From an optimization exercise on the open Yosys and OpenROAD flow, aimed at small area and a short achievable clock period; shortcuts taken in it are not production practice.
RTL that was checked went through simulation tests only; none was proved equivalent to the original.
Power figures rest on the tool's default switching activity, not on a simulated workload.

==> harbor <==
==> flow/design.v (excerpt) <==
module processor_arm #(parameter N = 64)
	(input  logic CLOCK_50, reset,
	 output logic [N-1:0] IM_addr,
	 input  logic [31:0] IM_readData,
	 output logic [N-1:0] DM_writeData, DM_addr,
	 output logic DM_writeEnable, DM_readEnable,
	 input  logic [N-1:0] DM_readData);
clock: 7.0 ns
lec_check: 0
cap_margin: 20
core_margin: 2
core_utilization: 40
cts_cluster_diameter: 150
cts_cluster_size: 25
setup_slack_margin: 4.05
slew_margin: 20
synth_hierarchical: 1
standard.sh (not shown) runs the stock make flow with config.mk's settings and CLKGATE_MAP_FILE= SYNTH_SCRIPT=/design/flow/synth_recipe.tcl, a recipe that flattens the netlist after the stock synthesis.
==> flow/flow/run.sh <==
#!/bin/bash
# Layout flow: the standard ORFS flow (standard synthesis unchanged), with
# the I/O port buffers made with buf_4 instead of the default pick and with
# cell sizing not restricted to the same footprint. Each tool's output goes
# to its own log file in this folder (ORFS keeps per-step logs in orfs/logs).
set -euo pipefail
export BUFFER_PORTS_ARGS="-buffer_cell sky130_fd_sc_hd__buf_4"
bash standard.sh synth > synth.log 2>&1
bash standard.sh MATCH_CELL_FOOTPRINT=0 finish > layout.log 2>&1
==> sierra (differences from harbor) <==
==> flow/design.v (replaced) <==
module regfile (input  logic        clk, we3,
                input  logic [31:0] sel1,
                input  logic [30:0] sel2,
                input  logic [63:0] ext1,
                input  logic [4:0]  wa3,
                input  logic [63:0] wd3,
                output logic [63:0] rd1, rd2);
	logic [63:0] regs [31];
	always_comb begin
		rd1 = {64{sel1[31]}} & ext1;
		rd2 = 64'b0;
		for (int i = 0; i < 31; i++) begin
			rd1 = rd1 | ({64{sel1[i]}} & regs[i]);
			rd2 = rd2 | ({64{sel2[i]}} & regs[i]);
		end
	end
	always_ff @(posedge clk)
		if (we3) regs[wa3] <= wd3;
endmodule
module processor_arm #(parameter N = 64)
	(input  logic CLOCK_50, reset,
	 output logic [N-1:0] IM_addr,
	 input  logic [31:0] IM_readData,
	 output logic [N-1:0] DM_writeData, DM_addr,
	 output logic DM_writeEnable, DM_readEnable,
	 input  logic [N-1:0] DM_readData);
	logic clk;
	assign clk = CLOCK_50;
	logic [63:2] pc;
	logic [31:0] ins;
	logic [10:0] op;
	assign ins = IM_readData;
	assign op  = ins[31:21];
	assign IM_addr = {pc, 2'b00};
	logic [4:0] ra1, ra2;
	assign ra1 = ins[9:5];
	assign ra2 = ins[28] ? ins[4:0] : ins[20:16];
	logic dADD, dSUB, dAND, dORR, dLD, dST, dCBZ;
	assign dADD = (op == 11'b10001011000);
	assign dSUB = (op == 11'b11001011000);
	assign dAND = (op == 11'b10001010000);
	assign dORR = (op == 11'b10101010000);
	assign dLD  = (op == 11'b11111000010);
	assign dST  = (op == 11'b11111000000);
	assign dCBZ = (op[10:3] == 8'b10110100);
	logic [63:2] f_pc;
	logic [31:0] f_s1;
	logic [30:0] f_s2;
	logic [4:0]  f_rd;
	logic [18:0] f_off;
	logic        f_sub, f_and, f_orr, f_immD;
	logic        f_ld, f_st, f_cbz, f_rw;
	always_ff @(posedge clk) begin
		f_pc  <= pc;
		for (int i = 0; i < 31; i++) begin
			f_s1[i] <= ~dCBZ & (ra1 == i[4:0]);
			f_s2[i] <= (ra2 == i[4:0]);
		end
		f_s1[31] <= dCBZ;
		f_rd  <= ins[4:0];
		f_off <= ins[23:5];
		f_sub <= dSUB;
		f_and <= dAND;
		f_orr <= dORR;
		f_immD <= dLD | dST;
	end
	always_ff @(posedge clk, posedge reset)
		if (reset) begin
			f_ld <= 1'b0; f_st <= 1'b0; f_cbz <= 1'b0; f_rw <= 1'b0;
		end else begin
			f_ld  <= dLD;
			f_st  <= dST;
			f_cbz <= dCBZ;
			f_rw  <= (dADD | dSUB | dAND | dORR | dLD) & (ins[4:0] != 5'd31);
		end
	logic [63:0] rd1, rd2;
	logic        m_rw, m_ld;
	logic [4:0]  m_rd;
	logic [63:0] m_res, wd;
	regfile registers (.clk(clk), .we3(m_rw), .sel1(f_s1), .sel2(f_s2),
	                   .ext1({f_pc, 2'b00}), .wa3(m_rd), .wd3(wd), .rd1(rd1), .rd2(rd2));
	logic [63:0] e_A, e_B;
	logic [18:0] e_off;
	logic [4:0]  e_rd;
	logic        e_sub, e_and, e_orr, e_immD, e_immB;
	logic        e_ld, e_st, e_cbz, e_rw;
	always_ff @(posedge clk) begin
		e_A    <= rd1;
		e_B    <= rd2 ^ {64{f_sub}};
		e_off  <= f_off;
		e_rd   <= f_rd;
		e_sub  <= f_sub;
		e_and  <= f_and;
		e_orr  <= f_orr;
		e_immD <= f_immD;
		e_immB <= f_cbz;
	end
	always_ff @(posedge clk, posedge reset)
		if (reset) begin
			e_ld <= 1'b0; e_st <= 1'b0; e_cbz <= 1'b0; e_rw <= 1'b0;
		end else begin
			e_ld  <= f_ld;
			e_st  <= f_st;
			e_cbz <= f_cbz;
			e_rw  <= f_rw;
		end
	logic [63:0] b, sum, res;
	logic        zero;
	always_comb begin
		if (e_immD)      b = {{55{e_off[15]}}, e_off[15:7]};
		else if (e_immB) b = {{43{e_off[18]}}, e_off, 2'b00};
		else             b = e_B;
	end
	assign sum  = e_A + b + {63'b0, e_sub};
	assign res  = e_and ? (e_A & b) : e_orr ? (e_A | b) : sum;
	assign zero = (e_B == 64'b0);
	logic [63:0] m_sd;
	logic        m_st, m_taken;
	always_ff @(posedge clk) begin
		m_res <= res;
		m_sd  <= e_B;
		m_rd  <= e_rd;
	end
	always_ff @(posedge clk, posedge reset)
		if (reset) begin
			m_ld <= 1'b0; m_st <= 1'b0; m_taken <= 1'b0; m_rw <= 1'b0;
		end else begin
			m_ld    <= e_ld;
			m_st    <= e_st;
			m_taken <= e_cbz & zero;
			m_rw    <= e_rw;
		end
	assign DM_addr        = m_res;
	assign DM_writeData   = m_sd;
	assign DM_writeEnable = m_st;
	assign DM_readEnable  = m_ld;
	assign wd = m_ld ? DM_readData : m_res;
	always_ff @(posedge clk, posedge reset)
		if (reset) pc <= 62'b0;
		else       pc <= m_taken ? m_res[63:2] : pc + 62'd1;
endmodule
==> flow/run.sh (new file) <==
#!/bin/bash
# synth_recipe.tcl (not shown) runs the flow's synth.tcl, then flattens the netlist and writes it again
# the make line also repeats each setting of config.mk as NAME=value (left out here)
make -C /OpenROAD-flow-scripts/flow DESIGN_CONFIG=/design/flow/config.mk WORK_HOME=/design/flow/orfs CLKGATE_MAP_FILE= SYNTH_SCRIPT=/design/flow/synth_recipe.tcl finish
Settings changed: ABC_CLOCK_PERIOD_IN_PS from default to 2500, CTS_CLUSTER_DIAMETER 150 to default, CTS_CLUSTER_SIZE 25 to default, SETUP_SLACK_MARGIN 4.05 to 4.2, SYNTH_HIERARCHICAL 1 to default.
removed: flow/flow/run.sh
removed: flow/standard.sh
==> summary.txt <==
In harbor the power is lower than in sierra, by 15%. In harbor the critical path depth is lower than in sierra, by 15. Of harbor and sierra, sierra has the higher first-iteration DRC count (gap 5.7%, measured against sierra). In harbor the clock skew is higher than in sierra, by 0.021 ns.
For sierra, only the layout was checked, not whether the RTL still works.

-- re-timing with driven ports --
The flow's constraints put no driver on any port. The routed layouts listed below were extracted and timed again, unchanged, in two steps. Step 1 assumes that a clkbuf_16 drives the clock port and a buf_2 every other input. Step 2 adds t to the input delays and takes it off the output delays; t is the mean of the earliest and latest rising clock arrival at the registers after step 1. Input paths then give back, and output paths get back, about the clock's delay inside the block. Slacks: ideal ports / drivers / drivers and shift; pairs: ideal ports / drivers.
run | shift t [ns] | setup slack, ns | worst setup path at the end | pins driven straight from the clock port
harbor | 0.968 | 3.894 / 3.855 / 3.773 | input, reset recovery | 1
sierra | 1.019 | 3.074 / 3.074 / 3.074 | register to register | 1
After both steps setup and hold are still met in every run listed. The setup slack of harbor, which loses most, moves by -0.039 ns with the drivers and by -0.121 ns with both steps. The worst setup slack also covers recovery checks on asynchronous resets.
